This design comes from an exercise in tuning for small area, a short achievable clock period and few clock cycles per item on the open sky130 flow, not from production work.
In this exercise RTL edits were held to simulation tests only and were not proved equivalent to the original.

[flow/config.mk]
export PLATFORM = sky130hd
export DESIGN_NAME = evaluator
export DESIGN_NICKNAME = evaluator
export VERILOG_FILES = /design/flow/design.v
export SDC_FILE = /design/flow/constraint.sdc
export NUM_CORES = 4
export LEC_CHECK = 0
export CAP_MARGIN = 20
export CORE_MARGIN = 2
export CORE_UTILIZATION = 40
export GPL_TIMING_DRIVEN = 0
export SLEW_MARGIN = 20
[flow/constraint.sdc]
create_clock -name core_clock -period 4.0 [get_ports {clk_i}]
set_input_delay 0.8000 -clock core_clock [delete_from_list [all_inputs] [get_ports {clk_i}]]
set_output_delay 0.8000 -clock core_clock [all_outputs]
set_load 0.01 [all_outputs]
[flow/design.v]
module summator(
    input  [7:0]  a1,
    input  [7:0]  b1,
    output [16:0] res0,
    output [16:0] res1
);
    wire t1, t2, t3, t4, t5, t6, t7, t8, t9, t10, t11, t12, t13, t14, t15, t16, t17, t18, t19, t20, t21, t22, t23, t24, t25, t26, t27, t28, t29, t30, t31, t32, t33, t34, t35, t36, t37, t38, t39, t40, t41, t42, t43, t44, t45, t46, t47, t48, t49, t50, t51, t52, t53, t54, t55, t56, t57, t58, t59, t60, t61, t62, t63, t64, t65, t66, t67, t68, t69, t70, t71, t72, t73, t74, t75, t76, t77, t78, t79, t80, t81, t82, t83, t84, t85, t86, t87, t88, t89, t90, t91, t92, t93, t94, t95, t96, t97, t98, t99, t100, t101, t102, t103, t104, t105, t106, t107, t108, t109, t110, t111, t112, t113, t114, t115, t116, t117, t118, t119, t120, t121, t122, t123, t124, t125, t126, t127, t128, t129, t130, t131, t132, t133, t134, t135, t136, t137, t138, t139, t140, t141, t142, t143, t144, t145, t146, t147, t148, t149, t150, t151, t152, t153, t154, t155, t156, t157, t158, t159, t160, t161, t162, t163, t164, t165, t166, t167, t168;
    assign res0 = {t168, t166, t164, t162, t160, t158, t156, t154, t152, t150, t148, t146, t144, t119, t3, 1'b0, t1};
    assign res1 = {1'b0, t167, t165, t163, t161, t159, t157, t155, t153, t151, t149, t147, t145, t143, t4, 1'b0, t2};
    assign t1 = a1[0];
    assign t2 = b1[0];
    assign t3 = (a1[1] & ~a1[0]);
    assign t4 = (b1[1] & ~b1[0]);
    assign t5 = (a1[0] & a1[1]);
    assign t6 = (a1[0] & a1[2]);
    assign t7 = (b1[0] & b1[1]);
    assign t8 = (b1[0] & b1[2]);
    assign t9 = (a1[2] & ~a1[1]);
    assign t10 = (a1[0] & a1[3]);
    assign t11 = (b1[2] & ~b1[1]);
    assign t12 = (b1[0] & b1[3]);
    assign t13 = (a1[1] & a1[2]);
    assign t14 = (a1[0] & a1[4]);
    assign t15 = (a1[1] & a1[3]);
    assign t16 = (b1[1] & b1[2]);
    assign t17 = (b1[0] & b1[4]);
    assign t18 = (b1[1] & b1[3]);
    assign t19 = (a1[3] & ~a1[2]);
    assign t20 = (a1[0] & a1[5]);
    assign t21 = (a1[1] & a1[4]);
    assign t22 = (b1[3] & ~b1[2]);
    assign t23 = (b1[0] & b1[5]);
    assign t24 = (b1[1] & b1[4]);
    assign t25 = (a1[2] & a1[3]);
    assign t26 = (a1[0] & a1[6]);
    assign t27 = (a1[1] & a1[5]);
    assign t28 = (a1[2] & a1[4]);
    assign t29 = (b1[2] & b1[3]);
    assign t30 = (b1[0] & b1[6]);
    assign t31 = (b1[1] & b1[5]);
    assign t32 = (b1[2] & b1[4]);
    assign t33 = (a1[4] & ~a1[3]);
    assign t34 = (a1[0] & a1[7]);
    assign t35 = (a1[1] & a1[6]);
    assign t36 = (a1[2] & a1[5]);
    assign t37 = (b1[4] & ~b1[3]);
    assign t38 = (b1[0] & b1[7]);
    assign t39 = (b1[1] & b1[6]);
    assign t40 = (b1[2] & b1[5]);
    assign t41 = (a1[3] & a1[4]);
    assign t42 = (a1[1] & a1[7]);
    assign t43 = (a1[2] & a1[6]);
    assign t44 = (a1[3] & a1[5]);
    assign t45 = (b1[3] & b1[4]);
    assign t46 = (b1[1] & b1[7]);
    assign t47 = (b1[2] & b1[6]);
    assign t48 = (b1[3] & b1[5]);
    assign t49 = (a1[5] & ~a1[4]);
    assign t50 = (a1[2] & a1[7]);
    assign t51 = (a1[3] & a1[6]);
    assign t52 = (b1[5] & ~b1[4]);
    assign t53 = (b1[2] & b1[7]);
    assign t54 = (b1[3] & b1[6]);
    assign t55 = (a1[4] & a1[5]);
    assign t56 = (a1[3] & a1[7]);
    assign t57 = (a1[4] & a1[6]);
    assign t58 = (b1[4] & b1[5]);
    assign t59 = (b1[3] & b1[7]);
    assign t60 = (b1[4] & b1[6]);
    assign t61 = (a1[6] & ~a1[5]);
    assign t62 = (a1[4] & a1[7]);
    assign t63 = (b1[6] & ~b1[5]);
    assign t64 = (b1[4] & b1[7]);
    assign t65 = (a1[5] & a1[6]);
    assign t66 = (a1[5] & a1[7]);
    assign t67 = (b1[5] & b1[6]);
    assign t68 = (b1[5] & b1[7]);
    assign t69 = (a1[7] & ~a1[6]);
    assign t70 = (b1[7] & ~b1[6]);
    assign t71 = (a1[6] & a1[7]);
    assign t72 = (b1[6] & b1[7]);
    assign t73 = t25 ^ t26 ^ t27;
    assign t74 = (t25 & t26) | (t25 & t27) | (t26 & t27);
    assign t75 = t33 ^ t34 ^ t35;
    assign t76 = (t33 & t34) | (t33 & t35) | (t34 & t35);
    assign t77 = t36 ^ t37;
    assign t78 = t36 & t37;
    assign t79 = t41 ^ t42 ^ t43;
    assign t80 = (t41 & t42) | (t41 & t43) | (t42 & t43);
    assign t81 = t44 ^ t45 ^ t46;
    assign t82 = (t44 & t45) | (t44 & t46) | (t45 & t46);
    assign t83 = t49 ^ t50 ^ t51;
    assign t84 = (t49 & t50) | (t49 & t51) | (t50 & t51);
    assign t85 = t55 ^ t56;
    assign t86 = t55 & t56;
    assign t87 = t13 ^ t14 ^ t15;
    assign t88 = (t13 & t14) | (t13 & t15) | (t14 & t15);
    assign t89 = t19 ^ t20 ^ t21;
    assign t90 = (t19 & t20) | (t19 & t21) | (t20 & t21);
    assign t91 = t22 ^ t23;
    assign t92 = t22 & t23;
    assign t93 = t28 ^ t29 ^ t30;
    assign t94 = (t28 & t29) | (t28 & t30) | (t29 & t30);
    assign t95 = t31 ^ t32 ^ t73;
    assign t96 = (t31 & t32) | (t31 & t73) | (t32 & t73);
    assign t97 = t38 ^ t39 ^ t40;
    assign t98 = (t38 & t39) | (t38 & t40) | (t39 & t40);
    assign t99 = t74 ^ t75 ^ t77;
    assign t100 = (t74 & t75) | (t74 & t77) | (t75 & t77);
    assign t101 = t47 ^ t48 ^ t76;
    assign t102 = (t47 & t48) | (t47 & t76) | (t48 & t76);
    assign t103 = t78 ^ t79 ^ t81;
    assign t104 = (t78 & t79) | (t78 & t81) | (t79 & t81);
    assign t105 = t52 ^ t53 ^ t54;
    assign t106 = (t52 & t53) | (t52 & t54) | (t53 & t54);
    assign t107 = t80 ^ t82 ^ t83;
    assign t108 = (t80 & t82) | (t80 & t83) | (t82 & t83);
    assign t109 = t57 ^ t58 ^ t59;
    assign t110 = (t57 & t58) | (t57 & t59) | (t58 & t59);
    assign t111 = t60 ^ t84 ^ t85;
    assign t112 = (t60 & t84) | (t60 & t85) | (t84 & t85);
    assign t113 = t61 ^ t62 ^ t63;
    assign t114 = (t61 & t62) | (t61 & t63) | (t62 & t63);
    assign t115 = t64 ^ t86;
    assign t116 = t64 & t86;
    assign t117 = t65 ^ t66 ^ t67;
    assign t118 = (t65 & t66) | (t65 & t67) | (t66 & t67);
    assign t119 = t5 ^ t6;
    assign t120 = t5 & t6;
    assign t121 = t9 ^ t10 ^ t11;
    assign t122 = (t9 & t10) | (t9 & t11) | (t10 & t11);
    assign t123 = t16 ^ t17 ^ t18;
    assign t124 = (t16 & t17) | (t16 & t18) | (t17 & t18);
    assign t125 = t24 ^ t88 ^ t89;
    assign t126 = (t24 & t88) | (t24 & t89) | (t88 & t89);
    assign t127 = t90 ^ t92 ^ t93;
    assign t128 = (t90 & t92) | (t90 & t93) | (t92 & t93);
    assign t129 = t94 ^ t96 ^ t97;
    assign t130 = (t94 & t96) | (t94 & t97) | (t96 & t97);
    assign t131 = t98 ^ t100 ^ t101;
    assign t132 = (t98 & t100) | (t98 & t101) | (t100 & t101);
    assign t133 = t102 ^ t104 ^ t105;
    assign t134 = (t102 & t104) | (t102 & t105) | (t104 & t105);
    assign t135 = t106 ^ t108 ^ t109;
    assign t136 = (t106 & t108) | (t106 & t109) | (t108 & t109);
    assign t137 = t110 ^ t112 ^ t113;
    assign t138 = (t110 & t112) | (t110 & t113) | (t112 & t113);
    assign t139 = t68 ^ t114 ^ t116;
    assign t140 = (t68 & t114) | (t68 & t116) | (t114 & t116);
    assign t141 = t69 ^ t70;
    assign t142 = t69 & t70;
    assign t143 = t7 ^ t8;
    assign t144 = t7 & t8;
    assign t145 = t12 ^ t120 ^ t121;
    assign t146 = (t12 & t120) | (t12 & t121) | (t120 & t121);
    assign t147 = t87 ^ t122 ^ t123;
    assign t148 = (t87 & t122) | (t87 & t123) | (t122 & t123);
    assign t149 = t91 ^ t124 ^ t125;
    assign t150 = (t91 & t124) | (t91 & t125) | (t124 & t125);
    assign t151 = t95 ^ t126 ^ t127;
    assign t152 = (t95 & t126) | (t95 & t127) | (t126 & t127);
    assign t153 = t99 ^ t128 ^ t129;
    assign t154 = (t99 & t128) | (t99 & t129) | (t128 & t129);
    assign t155 = t103 ^ t130 ^ t131;
    assign t156 = (t103 & t130) | (t103 & t131) | (t130 & t131);
    assign t157 = t107 ^ t132 ^ t133;
    assign t158 = (t107 & t132) | (t107 & t133) | (t132 & t133);
    assign t159 = t111 ^ t134 ^ t135;
    assign t160 = (t111 & t134) | (t111 & t135) | (t134 & t135);
    assign t161 = t115 ^ t136 ^ t137;
    assign t162 = (t115 & t136) | (t115 & t137) | (t136 & t137);
    assign t163 = t117 ^ t138 ^ t139;
    assign t164 = (t117 & t138) | (t117 & t139) | (t138 & t139);
    assign t165 = t118 ^ t140 ^ t141;
    assign t166 = (t118 & t140) | (t118 & t141) | (t140 & t141);
    assign t167 = t71 ^ t72 ^ t142;
    assign t168 = (t71 & t72) | (t71 & t142) | (t72 & t142);
endmodule
module sqrt #(parameter RW = 5, parameter YW = 4, parameter UW = 6, parameter W = 10) (
    input  [RW-1:0] rem_i,
    input  [YW-1:0] y_i,
    input  [UW-1:0] u_i,
    input  [3:0]    q_i,
    output [1:0]    d_o,
    output [W-2:0]  rem_o
);
    wire [W-1:0] r  = {{(W-RW-4){1'b0}}, rem_i, q_i};
    wire [W-1:0] d1 = r - {{(W-YW-3){1'b0}}, y_i, 3'b001};
    wire [W-1:0] d2 = r - {{(W-YW-4){1'b0}}, y_i, 4'b0100};
    wire [W-1:0] d3 = r - {{(W-UW-3){1'b0}}, u_i, 3'b001};
    wire ge1 = ~d1[W-1];
    wire ge2 = ~d2[W-1];
    wire ge3 = ~d3[W-1];
    assign d_o   = ge3 ? 2'd3 : ge2 ? 2'd2 : ge1 ? 2'd1 : 2'd0;
    assign rem_o = ge3 ? d3[W-2:0] : ge2 ? d2[W-2:0] : ge1 ? d1[W-2:0] : r[W-2:0];
endmodule
module evaluator(
    input clk_i ,
    input rst_i ,
    input [7:0] a_bi ,
    input [7:0] b_bi ,
    input start_i ,
    output ready,
    output busy_o ,
    output reg [8:0] y_bo
);
    reg [1:0]  st;       
    wire       busy = st[0] | st[1];
    reg [4:0]  top;      
    reg        c12;      
    reg [11:0] nlo;      
    reg [6:0]  rem;      
    reg [7:0]  u;        
    wire [16:0] t0, t1;
    summator sq_sum(.a1(a_bi), .b1(b_bi), .res0(t0), .res1(t1));
    wire [12:0] lo_sum = t0[11:0] + t1[11:0];
    always @(posedge clk_i) begin
        top <= t0[16:12] + t1[16:12];
        c12 <= lo_sum[12];
        nlo <= lo_sum[11:0];
    end
    wire [2:0] yt;
    wire [3:0] rt;
    wire       pos, zero;
    wire [2:0] e1, e0;
    wire [5:0] u0m, u0, u0p, u1m, u1, u1p;
    assign yt[0] = (c12 & ~top[2] & top[3]) | (~c12 & top[0] & top[3]) | (~top[0] & top[2] & top[3]) | (~c12 & top[1] & ~top[2] & ~top[4]) | (top[0] & ~top[1] & top[3]) | (c12 & ~top[0] & ~top[2] & ~top[4]) | (top[0] & ~top[1] & ~top[2] & ~top[4]) | (top[1] & ~top[2] & top[3]);
    assign yt[1] = (~top[2] & top[3] & ~top[4]) | (top[2] & ~top[3] & ~top[4]) | (~top[0] & top[3] & ~top[4]) | (~top[1] & top[2] & ~top[4]) | (~c12 & top[2] & ~top[4]) | (c12 & top[0] & top[1] & ~top[2] & ~top[4]);
    assign yt[2] = (~top[3] & top[4]) | (~top[1] & top[4]) | (~top[0] & top[4]) | (~c12 & top[4]) | (~top[2] & top[4]) | (c12 & top[0] & top[1] & top[2] & top[3] & ~top[4]);
    assign rt[0] = (~c12 & ~top[0] & top[1] & top[3]) | (c12 & top[0] & ~top[2] & top[3]) | (~c12 & top[0] & top[2] & ~top[3]) | (c12 & ~top[0] & ~top[3] & top[4]) | (~c12 & ~top[0] & top[2] & top[3]) | (~c12 & top[0] & ~top[3] & top[4]) | (c12 & ~top[0] & top[2] & ~top[3]) | (c12 & top[0] & ~top[1] & top[3]) | (~c12 & ~top[0] & top[1] & ~top[2] & ~top[4]) | (c12 & top[0] & ~top[1] & ~top[2] & ~top[4]);
    assign rt[1] = (c12 & ~top[0] & top[1]) | (~c12 & top[0] & top[1]) | (~top[0] & top[1] & top[2] & ~top[3]) | (top[0] & top[1] & ~top[2] & top[3]) | (c12 & top[0] & ~top[1] & ~top[3] & top[4]) | (~c12 & ~top[0] & ~top[1] & top[2] & top[3]) | (~c12 & top[1] & ~top[3] & top[4]) | (c12 & top[0] & ~top[1] & top[2] & ~top[3]);
    assign rt[2] = (c12 & ~top[0] & top[2] & top[4]) | (top[0] & ~top[1] & top[2] & top[3]) | (~c12 & top[2] & ~top[3] & top[4]) | (~c12 & top[1] & top[2] & top[3]) | (c12 & ~top[0] & top[2] & top[3]) | (~top[1] & top[2] & ~top[3] & top[4]) | (~c12 & ~top[0] & ~top[1] & ~top[2] & top[3] & ~top[4]) | (c12 & top[0] & top[1] & top[2] & ~top[3] & ~top[4]) | (c12 & top[0] & top[1] & ~top[2] & ~top[3] & top[4]);
    assign rt[3] = (c12 & top[0] & top[1] & top[2] & ~top[3] & top[4]) | (~c12 & ~top[0] & ~top[1] & ~top[2] & top[3] & top[4]);
    assign pos = (top[0] & top[1] & top[2] & ~top[3]) | (c12 & ~top[0] & top[1] & top[2]) | (c12 & top[2] & ~top[3] & top[4]) | (~c12 & top[0] & top[1] & top[2]) | (top[0] & ~top[1] & top[2] & top[3] & ~top[4]) | (~c12 & ~top[0] & ~top[1] & ~top[2] & top[3]) | (top[1] & top[2] & ~top[3] & top[4]) | (top[0] & top[2] & ~top[3] & top[4]) | (~top[0] & top[1] & top[2] & top[3] & ~top[4]) | (c12 & ~top[0] & top[1] & ~top[3] & ~top[4]) | (~c12 & top[0] & top[1] & ~top[3] & ~top[4]) | (c12 & ~top[1] & top[2] & top[3] & ~top[4]);
    assign zero = (c12 & top[0] & ~top[1] & ~top[3] & ~top[4]) | (~c12 & ~top[0] & ~top[2] & ~top[3] & ~top[4]) | (c12 & top[0] & top[2] & top[3] & top[4]) | (~c12 & ~top[0] & top[1] & ~top[3] & ~top[4]) | (c12 & top[0] & top[1] & ~top[2] & top[3] & ~top[4]) | (~c12 & ~top[0] & ~top[1] & top[2] & ~top[3] & top[4]) | (~c12 & ~top[0] & ~top[1] & top[2] & top[3] & ~top[4]) | (~c12 & ~top[0] & top[1] & top[2] & top[3] & top[4]) | (c12 & top[0] & top[1] & ~top[2] & ~top[3] & top[4]);
    assign e1[0] = (c12 & ~top[0] & top[1] & top[2]) | (~c12 & top[0] & top[1] & top[2]) | (c12 & ~top[0] & top[2] & ~top[3] & top[4]) | (c12 & ~top[0] & top[1] & ~top[3] & ~top[4]) | (~c12 & top[0] & top[2] & top[3] & ~top[4]) | (~c12 & top[0] & top[2] & ~top[3] & top[4]) | (~c12 & top[0] & top[1] & ~top[3] & ~top[4]) | (c12 & ~top[0] & top[2] & top[3] & ~top[4]);
    assign e1[1] = (~top[0] & top[1] & top[2] & ~top[3] & top[4]) | (~top[0] & top[1] & top[2] & top[3] & ~top[4]) | (~c12 & top[1] & top[2] & ~top[3] & top[4]) | (~c12 & top[1] & top[2] & top[3] & ~top[4]) | (~c12 & ~top[0] & ~top[1] & ~top[2] & top[3] & ~top[4]) | (c12 & top[0] & top[1] & top[2] & ~top[3] & ~top[4]) | (c12 & top[0] & ~top[1] & top[2] & ~top[3] & top[4]) | (c12 & top[0] & ~top[1] & top[2] & top[3] & ~top[4]);
    assign e1[2] = (c12 & top[0] & top[1] & top[2] & ~top[3] & top[4]) | (~c12 & ~top[0] & ~top[1] & ~top[2] & top[3] & top[4]);
    assign e0[0] = (c12 & top[0] & top[1] & top[2] & ~top[3]) | (~c12 & ~top[0] & ~top[1] & ~top[2] & top[3]) | (c12 & top[0] & top[2] & ~top[3] & top[4]) | (c12 & top[0] & ~top[1] & top[2] & top[3] & ~top[4]) | (~c12 & ~top[0] & top[1] & top[2] & ~top[3] & top[4]) | (~c12 & ~top[0] & top[1] & top[2] & top[3] & ~top[4]);
    assign e0[1] = (c12 & top[1] & top[2] & ~top[3] & top[4]) | (top[0] & top[1] & top[2] & ~top[3] & top[4]) | (~c12 & ~top[0] & ~top[1] & ~top[2] & top[3] & top[4]) | (c12 & ~top[0] & top[1] & top[2] & top[3] & ~top[4]) | (~c12 & top[0] & top[1] & top[2] & top[3] & ~top[4]);
    assign e0[2] = 1'b0;
    assign u0m[0] = 1'b0;
    assign u0m[1] = (c12 & ~top[2] & top[3]) | (~c12 & top[0] & top[3]) | (~top[0] & top[2] & top[3]) | (~c12 & top[1] & ~top[2] & ~top[4]) | (top[0] & ~top[1] & top[3]) | (c12 & ~top[0] & ~top[2] & ~top[4]) | (top[0] & ~top[1] & ~top[2] & ~top[4]) | (top[1] & ~top[2] & top[3]);
    assign u0m[2] = (top[2] & ~top[3] & ~top[4]) | (c12 & ~top[3] & ~top[4]) | (c12 & ~top[1] & top[3] & top[4]) | (~c12 & top[2] & top[3] & top[4]) | (top[1] & ~top[2] & top[3] & top[4]) | (top[0] & ~top[3] & ~top[4]) | (top[1] & ~top[3] & ~top[4]) | (top[0] & ~top[1] & top[3] & top[4]) | (c12 & ~top[0] & top[3] & top[4]) | (~c12 & ~top[0] & ~top[1] & ~top[2] & top[3] & ~top[4]);
    assign u0m[3] = (~top[3] & top[4]) | (~top[1] & top[4]) | (top[2] & ~top[3]) | (~c12 & top[4]) | (~top[2] & top[4]) | (~top[0] & top[4]) | (c12 & top[0] & top[1] & ~top[3]) | (~c12 & ~top[0] & ~top[1] & ~top[2] & top[3]) | (c12 & top[0] & top[1] & top[2] & ~top[4]);
    assign u0m[4] = (~top[2] & top[4]) | (~top[0] & top[4]) | (top[1] & top[3] & ~top[4]) | (top[0] & ~top[1] & top[3]) | (~top[3] & top[4]) | (top[2] & top[3] & ~top[4]) | (~c12 & top[4]) | (c12 & ~top[2] & top[3]);
    assign u0m[5] = 1'b0;
    assign u0[0] = 1'b1;
    assign u0[1] = (c12 & ~top[2] & top[3]) | (~c12 & top[0] & top[3]) | (~top[0] & top[2] & top[3]) | (~c12 & top[1] & ~top[2] & ~top[4]) | (top[0] & ~top[1] & top[3]) | (c12 & ~top[0] & ~top[2] & ~top[4]) | (top[0] & ~top[1] & ~top[2] & ~top[4]) | (top[1] & ~top[2] & top[3]);
    assign u0[2] = (top[2] & ~top[3] & ~top[4]) | (c12 & ~top[3] & ~top[4]) | (c12 & ~top[1] & top[3] & top[4]) | (~c12 & top[2] & top[3] & top[4]) | (top[1] & ~top[2] & top[3] & top[4]) | (top[0] & ~top[3] & ~top[4]) | (top[1] & ~top[3] & ~top[4]) | (top[0] & ~top[1] & top[3] & top[4]) | (c12 & ~top[0] & top[3] & top[4]) | (~c12 & ~top[0] & ~top[1] & ~top[2] & top[3] & ~top[4]);
    assign u0[3] = (~top[3] & top[4]) | (~top[1] & top[4]) | (top[2] & ~top[3]) | (~c12 & top[4]) | (~top[2] & top[4]) | (~top[0] & top[4]) | (c12 & top[0] & top[1] & ~top[3]) | (~c12 & ~top[0] & ~top[1] & ~top[2] & top[3]) | (c12 & top[0] & top[1] & top[2] & ~top[4]);
    assign u0[4] = (~top[2] & top[4]) | (~top[0] & top[4]) | (top[1] & top[3] & ~top[4]) | (top[0] & ~top[1] & top[3]) | (~top[3] & top[4]) | (top[2] & top[3] & ~top[4]) | (~c12 & top[4]) | (c12 & ~top[2] & top[3]);
    assign u0[5] = 1'b0;
    assign u0p[0] = 1'b0;
    assign u0p[1] = (~top[3] & top[4]) | (top[2] & ~top[3]) | (~c12 & ~top[0] & ~top[1] & ~top[2]) | (c12 & top[0] & top[1] & top[2]) | (c12 & top[0] & top[1] & ~top[3]);
    assign u0p[2] = (~top[2] & top[3] & ~top[4]) | (top[2] & ~top[3] & ~top[4]) | (~top[0] & top[3] & ~top[4]) | (~top[1] & top[2] & ~top[4]) | (~c12 & top[2] & ~top[4]) | (c12 & top[0] & top[1] & ~top[2] & ~top[4]);
    assign u0p[3] = (~top[3] & top[4]) | (c12 & ~top[3]) | (top[0] & ~top[3]) | (top[2] & ~top[3]) | (~c12 & ~top[0] & ~top[1] & ~top[2] & top[3]) | (top[1] & ~top[3]) | (c12 & top[0] & top[1] & top[2] & ~top[4]);
    assign u0p[4] = (~top[3] & top[4]) | (top[1] & top[3] & ~top[4]) | (top[2] & top[3] & ~top[4]) | (c12 & top[3] & ~top[4]) | (top[0] & top[3] & ~top[4]) | (~c12 & ~top[0] & ~top[1] & ~top[2] & top[4]);
    assign u0p[5] = (c12 & ~top[1] & top[3] & top[4]) | (~c12 & top[2] & top[3] & top[4]) | (top[1] & ~top[2] & top[3] & top[4]) | (c12 & ~top[0] & top[3] & top[4]) | (top[0] & ~top[1] & top[3] & top[4]);
    assign u1m[0] = 1'b1;
    assign u1m[1] = (~top[3] & top[4]) | (top[2] & ~top[3]) | (~c12 & ~top[0] & ~top[1] & ~top[2]) | (c12 & top[0] & top[1] & top[2]) | (c12 & top[0] & top[1] & ~top[3]);
    assign u1m[2] = (~top[2] & top[3] & ~top[4]) | (top[2] & ~top[3] & ~top[4]) | (~top[0] & top[3] & ~top[4]) | (~top[1] & top[2] & ~top[4]) | (~c12 & top[2] & ~top[4]) | (c12 & top[0] & top[1] & ~top[2] & ~top[4]);
    assign u1m[3] = (~top[3] & top[4]) | (c12 & ~top[3]) | (top[0] & ~top[3]) | (top[2] & ~top[3]) | (~c12 & ~top[0] & ~top[1] & ~top[2] & top[3]) | (top[1] & ~top[3]) | (c12 & top[0] & top[1] & top[2] & ~top[4]);
    assign u1m[4] = (~top[3] & top[4]) | (top[1] & top[3] & ~top[4]) | (top[2] & top[3] & ~top[4]) | (c12 & top[3] & ~top[4]) | (top[0] & top[3] & ~top[4]) | (~c12 & ~top[0] & ~top[1] & ~top[2] & top[4]);
    assign u1m[5] = (c12 & ~top[1] & top[3] & top[4]) | (~c12 & top[2] & top[3] & top[4]) | (top[1] & ~top[2] & top[3] & top[4]) | (c12 & ~top[0] & top[3] & top[4]) | (top[0] & ~top[1] & top[3] & top[4]);
    assign u1[0] = 1'b0;
    assign u1[1] = (c12 & ~top[2] & top[3]) | (~c12 & top[0] & top[3]) | (~top[0] & top[2] & top[3]) | (~c12 & top[1] & ~top[2] & ~top[4]) | (top[0] & ~top[1] & top[3]) | (c12 & ~top[0] & ~top[2] & ~top[4]) | (top[0] & ~top[1] & ~top[2] & ~top[4]) | (top[1] & ~top[2] & top[3]);
    assign u1[2] = (~top[3] & top[4]) | (top[1] & top[3] & ~top[4]) | (top[2] & top[3] & ~top[4]) | (top[0] & top[3] & ~top[4]) | (c12 & top[3] & ~top[4]) | (~c12 & ~top[0] & ~top[1] & ~top[2] & ~top[3]) | (c12 & top[0] & top[1] & top[2] & top[4]) | (~c12 & ~top[0] & ~top[1] & ~top[2] & top[4]);
    assign u1[3] = (~top[3] & top[4]) | (top[0] & ~top[1] & ~top[2] & ~top[3]) | (c12 & ~top[0] & ~top[2] & ~top[3]) | (~c12 & top[1] & ~top[2] & ~top[3]) | (~c12 & ~top[0] & ~top[1] & ~top[2] & top[4]) | (c12 & top[0] & top[1] & top[2] & top[3] & ~top[4]);
    assign u1[4] = (~top[3] & top[4]) | (top[2] & ~top[4]) | (top[3] & ~top[4]) | (c12 & top[0] & top[1] & ~top[3]) | (~c12 & ~top[0] & ~top[1] & ~top[2] & top[3]);
    assign u1[5] = (c12 & ~top[1] & top[3] & top[4]) | (~c12 & top[2] & top[3] & top[4]) | (top[1] & ~top[2] & top[3] & top[4]) | (c12 & ~top[0] & top[3] & top[4]) | (top[0] & ~top[1] & top[3] & top[4]);
    assign u1p[0] = 1'b1;
    assign u1p[1] = (c12 & ~top[2] & top[3]) | (~c12 & top[0] & top[3]) | (~top[0] & top[2] & top[3]) | (~c12 & top[1] & ~top[2] & ~top[4]) | (top[0] & ~top[1] & top[3]) | (c12 & ~top[0] & ~top[2] & ~top[4]) | (top[0] & ~top[1] & ~top[2] & ~top[4]) | (top[1] & ~top[2] & top[3]);
    assign u1p[2] = (~top[3] & top[4]) | (top[1] & top[3] & ~top[4]) | (top[2] & top[3] & ~top[4]) | (top[0] & top[3] & ~top[4]) | (c12 & top[3] & ~top[4]) | (~c12 & ~top[0] & ~top[1] & ~top[2] & ~top[3]) | (c12 & top[0] & top[1] & top[2] & top[4]) | (~c12 & ~top[0] & ~top[1] & ~top[2] & top[4]);
    assign u1p[3] = (~top[3] & top[4]) | (top[0] & ~top[1] & ~top[2] & ~top[3]) | (c12 & ~top[0] & ~top[2] & ~top[3]) | (~c12 & top[1] & ~top[2] & ~top[3]) | (~c12 & ~top[0] & ~top[1] & ~top[2] & top[4]) | (c12 & top[0] & top[1] & top[2] & top[3] & ~top[4]);
    assign u1p[4] = (~top[3] & top[4]) | (top[2] & ~top[4]) | (top[3] & ~top[4]) | (c12 & top[0] & top[1] & ~top[3]) | (~c12 & ~top[0] & ~top[1] & ~top[2] & top[3]);
    assign u1p[5] = (c12 & ~top[1] & top[3] & top[4]) | (~c12 & top[2] & top[3] & top[4]) | (top[1] & ~top[2] & top[3] & top[4]) | (c12 & ~top[0] & top[3] & top[4]) | (top[0] & ~top[1] & top[3] & top[4]);
    wire [1:0] n5 = nlo[11:10];
    wire       b5 = pos | (zero & (n5 != 2'd0));
    wire [4:0] ra5 = !b5          ? {rt[2:0], n5} :
                     (n5 != 2'd0) ? {e1, n5 - 2'd1} : {e0, 2'b11};
    wire [3:0] y5 = {yt, b5};
    wire [5:0] u5 = b5 ? u1 : u0;
    wire [1:0] da; wire [8:0] ra;
    sqrt #(5, 4, 6, 10) step_a(.rem_i(ra5), .y_i(y5), .u_i(u5), .q_i(nlo[9:6]),
                               .d_o(da), .rem_o(ra));
    wire [5:0] u5m = b5 ? u1m : u0m;
    wire [5:0] u5p = b5 ? u1p : u0p;
    reg  [7:0] ua;
    always @*
        case (da)
            2'd0: ua = {u5m, 2'b01};
            2'd1: ua = {u5, 2'b00};
            2'd2: ua = {u5, 2'b11};
            default: ua = {u5p, 2'b10};
        endcase
    wire [1:0] db; wire [10:0] rb;
    sqrt #(7, 6, 8, 12) step_b(.rem_i(rem), .y_i(y_bo[5:0]), .u_i(u), .q_i(nlo[5:2]),
                               .d_o(db), .rem_o(rb));
    wire [7:0]  yb = {y_bo[5:0], db};
    wire [11:0] r0 = {rb[9:0], nlo[1:0]} - {2'b00, yb, 2'b01};
    wire        b0 = ~r0[11];
    assign busy_o = busy;
    assign ready  = ~busy;
    always @(posedge clk_i) begin
        rem <= ra[6:0];
        u   <= ua;
    end
    always @(posedge clk_i)
        if (rst_i) begin
            st   <= 2'd0;
            y_bo <= 9'd0;
        end else if (st[0]) begin
            y_bo <= {3'd0, y5, da};
            st   <= 2'd2;
        end else if (st[1]) begin
            y_bo <= {yb, b0};
            st   <= 2'd0;
        end else if (start_i)
            st <= 2'd1;
endmodule
[flow/run.sh]
#!/bin/bash
# synth_recipe.tcl (not shown) runs the flow's synth.tcl, then flattens the netlist and writes it again
# the make line also repeats each setting of config.mk as NAME=value (left out here)
make -C /OpenROAD-flow-scripts/flow DESIGN_CONFIG=/design/flow/config.mk WORK_HOME=/design/flow/orfs CLKGATE_MAP_FILE= SYNTH_SCRIPT=/design/flow/synth_recipe.tcl finish
==> summary.txt <==
[critical path, cell delays in order, from the launching register on]
cell and delay (ns):
sky130_fd_sc_hd__dfxtp_2 0.34, sky130_fd_sc_hd__buf_6 0.14, sky130_fd_sc_hd__nor4bb_2 0.40, sky130_fd_sc_hd__o21ai_1 0.14
sky130_fd_sc_hd__a31oi_2 0.25, sky130_fd_sc_hd__a21o_4 0.20, sky130_fd_sc_hd__inv_2 0.07, sky130_fd_sc_hd__a221o_1 0.37
sky130_fd_sc_hd__ha_1 0.35, sky130_fd_sc_hd__o21a_1 0.19, sky130_fd_sc_hd__o21ai_0 0.14, sky130_fd_sc_hd__a31oi_1 0.09
sky130_fd_sc_hd__nor2_2 0.16, sky130_fd_sc_hd__nand2_1 0.07, sky130_fd_sc_hd__or3_4 0.37, sky130_fd_sc_hd__o211a_1 0.23
sky130_fd_sc_hd__a311oi_1 0.24
[final cells by class]
type / instances / area [sq um] / area share
multi-input combinational: 625 / 5291 / 0.7027
sequential: 44 / 910.9 / 0.1210
timing repair buffer: 43 / 371.6 / 0.04935
inverter: 93 / 349.1 / 0.04636
tap: 211 / 264.0 / 0.03506
buffer: 27 / 157.7 / 0.02094
clock buffer: 5 / 125.1 / 0.01662
clock inverter: 2 / 60.06 / 0.007976
[cell usage in the layout, fill, tap and decap left out, types with 7 or more instances in the layout]
cell type,n
sky130_fd_sc_hd__inv_1,86
sky130_fd_sc_hd__nand2_1,64
sky130_fd_sc_hd__ha_1,50
sky130_fd_sc_hd__nor2_1,47
sky130_fd_sc_hd__and2_1,44
sky130_fd_sc_hd__a21oi_1,41
sky130_fd_sc_hd__fa_1,38
sky130_fd_sc_hd__xnor2_1,37
sky130_fd_sc_hd__o21ai_0,31
sky130_fd_sc_hd__dfxtp_1,30
sky130_fd_sc_hd__nor2b_1,18
sky130_fd_sc_hd__nor3_1,16
sky130_fd_sc_hd__buf_4,15
sky130_fd_sc_hd__a211oi_1,14
sky130_fd_sc_hd__ha_4,14
sky130_fd_sc_hd__clkbuf_2,13
sky130_fd_sc_hd__clkdlybuf4s50_1,12
sky130_fd_sc_hd__nand2b_1,11
sky130_fd_sc_hd__o211ai_1,10
sky130_fd_sc_hd__o21ai_1,10
sky130_fd_sc_hd__dfxtp_2,9
sky130_fd_sc_hd__a21o_1,8
sky130_fd_sc_hd__a311oi_1,8
sky130_fd_sc_hd__a21oi_2,7
sky130_fd_sc_hd__inv_2,7
sky130_fd_sc_hd__buf_2,7
sky130_fd_sc_hd__mux2i_1,7
[kinds of logic (layout without fill, tap and decap cells)]
| logic type | after synthesis | in the layout | share of synthesized area |
|---|---|---|---|
| AND/OR/NAND/NOR | 255 | 255 | 0.2104 |
| AO/OA/AOI/OAI | 210 | 210 | 0.2306 |
| buffers and inverters | 123 | 170 | 0.07593 |
| adder cells (fa/ha/maj) | 109 | 109 | 0.2686 |
| flip-flops | 44 | 44 | 0.1403 |
| XOR/XNOR | 40 | 40 | 0.05580 |
| multiplexers | 11 | 11 | 0.01833 |
[per-stage QoR]
| step | setup WS [ns] | util |
|---|---|---|
| global route | -0.06447 | 0.4935 |
| finish | 0.1401 | 0.4935 |
| CTS | -0.01292 | 0.4694 |
| detailed placement | -0.6912 | 0.4476 |
| floorplan | 0.1238 | - |
| global placement | -0.7144 | 0.4476 |
[sequential cells by signal, summed over array words and instances, names as in the netlist]
| register | count |
|---|---|
| c12 | 1 |
| nlo | 12 |
| rem | 7 |
| st | 2 |
| top | 5 |
| u | 8 |
| y_bo | 9 |
[worst max path at each step]
| stage | endpoint | slack (ns) |
|---|---|---|
| detailed placement | top[4] | -0.69 |
| finish | u[4] | 0.14 |
| floorplan | y_bo[0] | 0.12 |
| global route | y_bo[0] | -0.06 |
| global placement | u[4] | -0.71 |
| CTS | y_bo[0] | -0.01 |
[layer usage]
layer | share of wire | up-vias | wire length, um | track usage
met5 | 0 | - | 0 | 0
met4 | 0.017 | 0 | 270 | 0.03453
met3 | 0.028 | 24 | 459 | 0.01610
met2 | 0.49 | 112 | 8003 | 0.3529
met1 | 0.46 | 2759 | 7546 | 0.2662
li1 | - | 2892 | - | -
[repair_timing]
item	in CTS	in global routing
hold endpoints to repair	0	0
buffers inserted	4	11
resized for setup	68	98
endpoints found under the setup margin	25	21
pin swaps	4	25
==> summary.txt <==
# TYPE chip_impl_metric gauge
chip_impl_info{name="result_of_the_run",value="finished clean"} 1
chip_impl_info{name="min_delay_path_class",value="register to register"} 1
chip_impl_metric{name="std_cell_rows",unit=""} 45
chip_impl_metric{name="cts_made_buffers",unit=""} 5
chip_impl_info{name="crit_type",value="register to register"} 1
chip_impl_metric{name="synth.avg_cell_area",unit="sq um"} 7.927
chip_impl_info{name="cts_tree",value="yes"} 1
chip_impl_info{name="hold_end",value="rem[1]"} 1
chip_impl_metric{name="area_growth_syn_to_layout",unit="%"} 19.93
chip_impl_metric{name="timing.critical_path.arrival",unit="ns"} 4.04
chip_impl_metric{name="worst-endpoint-required",unit="ns"} 4.18
chip_impl_metric{name="worst_hold_slack",unit="ns"} 0.4905
chip_impl_info{name="grt_setup_unrepaired",value="yes"} 1
chip_impl_metric{name="post_synth_inst_count",unit=""} 792
chip_impl_metric{name="post_synth_instance_area",unit="sq um"} 6279
chip_impl_metric{name="clock_latency",unit="ns"} 0.28
chip_impl_metric{name="grt_start_max_net_pins",unit=""} 14
chip_impl_metric{name="drv_slew",unit=""} 0
chip_impl_metric{name="dr_total_vias",unit=""} 5787
chip_impl_metric{name="antenna_cells",unit=""} 0
chip_impl_info{name="synth_top_flop_cell",value="sky130_fd_sc_hd__dfxtp_1"} 1
chip_impl_metric{name="ioPinCount",unit=""} 30
chip_impl_metric{name="post_synth_num_cell_types",unit=""} 79
chip_impl_metric{name="core-area",unit="sq um"} 15260
chip_impl_metric{name="grt_usage",unit=""} 0.1983
chip_impl_metric{name="die_height",unit="um"} 129.3
chip_impl_metric{name="yosys_register_bits",unit=""} 44
chip_impl_metric{name="number_of_nets_in_the_layout",unit=""} 967
chip_impl_metric{name="grt_remaining_overflow",unit=""} 0
chip_impl_info{name="timing.critical_path.from_type",value="register"} 1
chip_impl_metric{name="timing.max_cap.violations",unit=""} 0
chip_impl_metric{name="synth_top_area_share",unit=""} 0.1403
chip_impl_metric{name="die_area",unit="sq um"} 16710
chip_impl_metric{name="total_drc_errors_in_the_routed_layout",unit=""} 0
chip_impl_metric{name="hold_critical_path_depth",unit=""} 2
chip_impl_info{name="timing.hold.worst.start",value="nlo[7]"} 1
chip_impl_metric{name="timing.final.setup_violations",unit=""} 0
chip_impl_metric{name="drt-pass1-iter-count",unit=""} 5
chip_impl_metric{name="finalWirelength",unit="mm"} 16.28
chip_impl_metric{name="synth.yosys.warnings",unit=""} 1
chip_impl_metric{name="slew_headroom",unit=""} 0.4738
chip_impl_metric{name="clkTransAtPathRegs",unit="ns"} 0.06
chip_impl_info{name="rr_endpoint",value="u[4]"} 1
chip_impl_metric{name="placed_cells_incl_taps",unit=""} 1031
chip_impl_metric{name="fmax",unit="MHz"} 259.1
chip_impl_metric{name="first_drt_iteration_drcs",unit=""} 528
chip_impl_metric{name="fp.dieW",unit="um"} 129.3
chip_impl_info{name="cp-startpoint",value="c12"} 1
chip_impl_metric{name="vias_in_the_first_global_route",unit=""} 5526
chip_impl_metric{name="r2r.worst_path.cells",unit=""} 16
chip_impl_metric{name="worst_slew_pin_slew",unit="ns"} 0.7695
chip_impl_info{name="synth.most_common_cell",value="sky130_fd_sc_hd__inv_1"} 1
chip_impl_metric{name="cts-root-to-sink-buffers",unit=""} 2
chip_impl_metric{name="clkSinkCount",unit=""} 44
chip_impl_metric{name="synth-seq-area-share",unit=""} 0.1403
chip_impl_metric{name="crit_fanout",unit=""} 10
chip_impl_metric{name="syn-num-nets",unit=""} 920
chip_impl_metric{name="hold_violations",unit=""} 0
chip_impl_metric{name="grt_antenna_before_repair",unit=""} 0
chip_impl_info{name="yosys-top-cells-count",value="92 x sky130_fd_sc_hd__inv_1, 66 x sky130_fd_sc_hd__ha_1, 64 x sky130_fd_sc_hd__nand2_1"} 1
chip_impl_metric{name="synth_edf_count",unit=""} 0
chip_impl_info{name="clk_root_buffer_cell",value="sky130_fd_sc_hd__clkbuf_16"} 1
chip_impl_metric{name="totalNegativeSetupSlack",unit="ns"} 0
chip_impl_metric{name="grt_pass1_wl",unit="mm"} 27.01
chip_impl_metric{name="vias_per_cell",unit=""} 5.511
chip_impl_metric{name="post-route-period-util",unit=""} 0.9650
chip_impl_info{name="end_kind",value="register"} 1
chip_impl_metric{name="postCtsHoldBufs",unit=""} 0
chip_impl_metric{name="finalWeightedCongestion",unit=""} 0.9180
chip_impl_info{name="post-synth-top-area-cell",value="sky130_fd_sc_hd__dfxtp_1"} 1
chip_impl_metric{name="fill_cells",unit=""} 1535
chip_impl_metric{name="fraction_of_final_layout_cells_with_drive_strength_greater_than_1",unit=""} 0.1681
chip_impl_metric{name="port_buffers",unit=""} 28
chip_impl_info{name="post_synth_main_area_contributors",value="sky130_fd_sc_hd__dfxtp_1 14%, sky130_fd_sc_hd__fa_1 14%, sky130_fd_sc_hd__ha_1 13%"} 1
chip_impl_metric{name="initial_core_util",unit=""} 0.4115
chip_impl_metric{name="postPlaceCellArea",unit="sq um"} 6829
chip_impl_metric{name="final.min_clock_period",unit="ns"} 3.860
chip_impl_metric{name="avgRoutedWirePerCell",unit="um"} 15.50
chip_impl_metric{name="dp_hpwl",unit="mm"} 12.79
chip_impl_metric{name="finish.instance_area",unit="sq um"} 7530
chip_impl_metric{name="timing.clock.skew",unit="ns"} 0.002926
chip_impl_info{name="critical_r2r_launch",value="c12"} 1
chip_impl_metric{name="async_flop_share",unit=""} 0
chip_impl_metric{name="rrSetupSlack",unit="ns"} 0.14
chip_impl_metric{name="cts_max_level",unit=""} 2
chip_impl_metric{name="final_antenna_net_count",unit=""} 0
chip_impl_metric{name="final_instance_count_excl_fillers",unit=""} 1050

[afterwards: timing with drivers on the ports]
How much do the figures lean on ideal ports? The routed layout below was timed once more, with nothing changed but the port constraints.
Step 1: set_driving_cell puts a clkbuf_16 on clk_i and a buf_2 on each other input, an assumption about the parent block.
Step 2 moves the port delays by t, midway between the first and last clock arrival at a register: inputs arrive t later, outputs are due t later. That takes back most of the time a late clock gives input paths.
a / b / c = ideal ports / drivers / drivers and shift; a / b = the first two.
t (ns): 0.318
setup WS [ns]: 0.140 / 0.140 / -0.123
clock arrival spread, ns: 0.003 / 0.003
Met with ideal ports but missed after step 2: setup timing in this run. For this run, drivers alone change the setup slack by 0.000 ns; drivers and shift together by -0.263 ns.
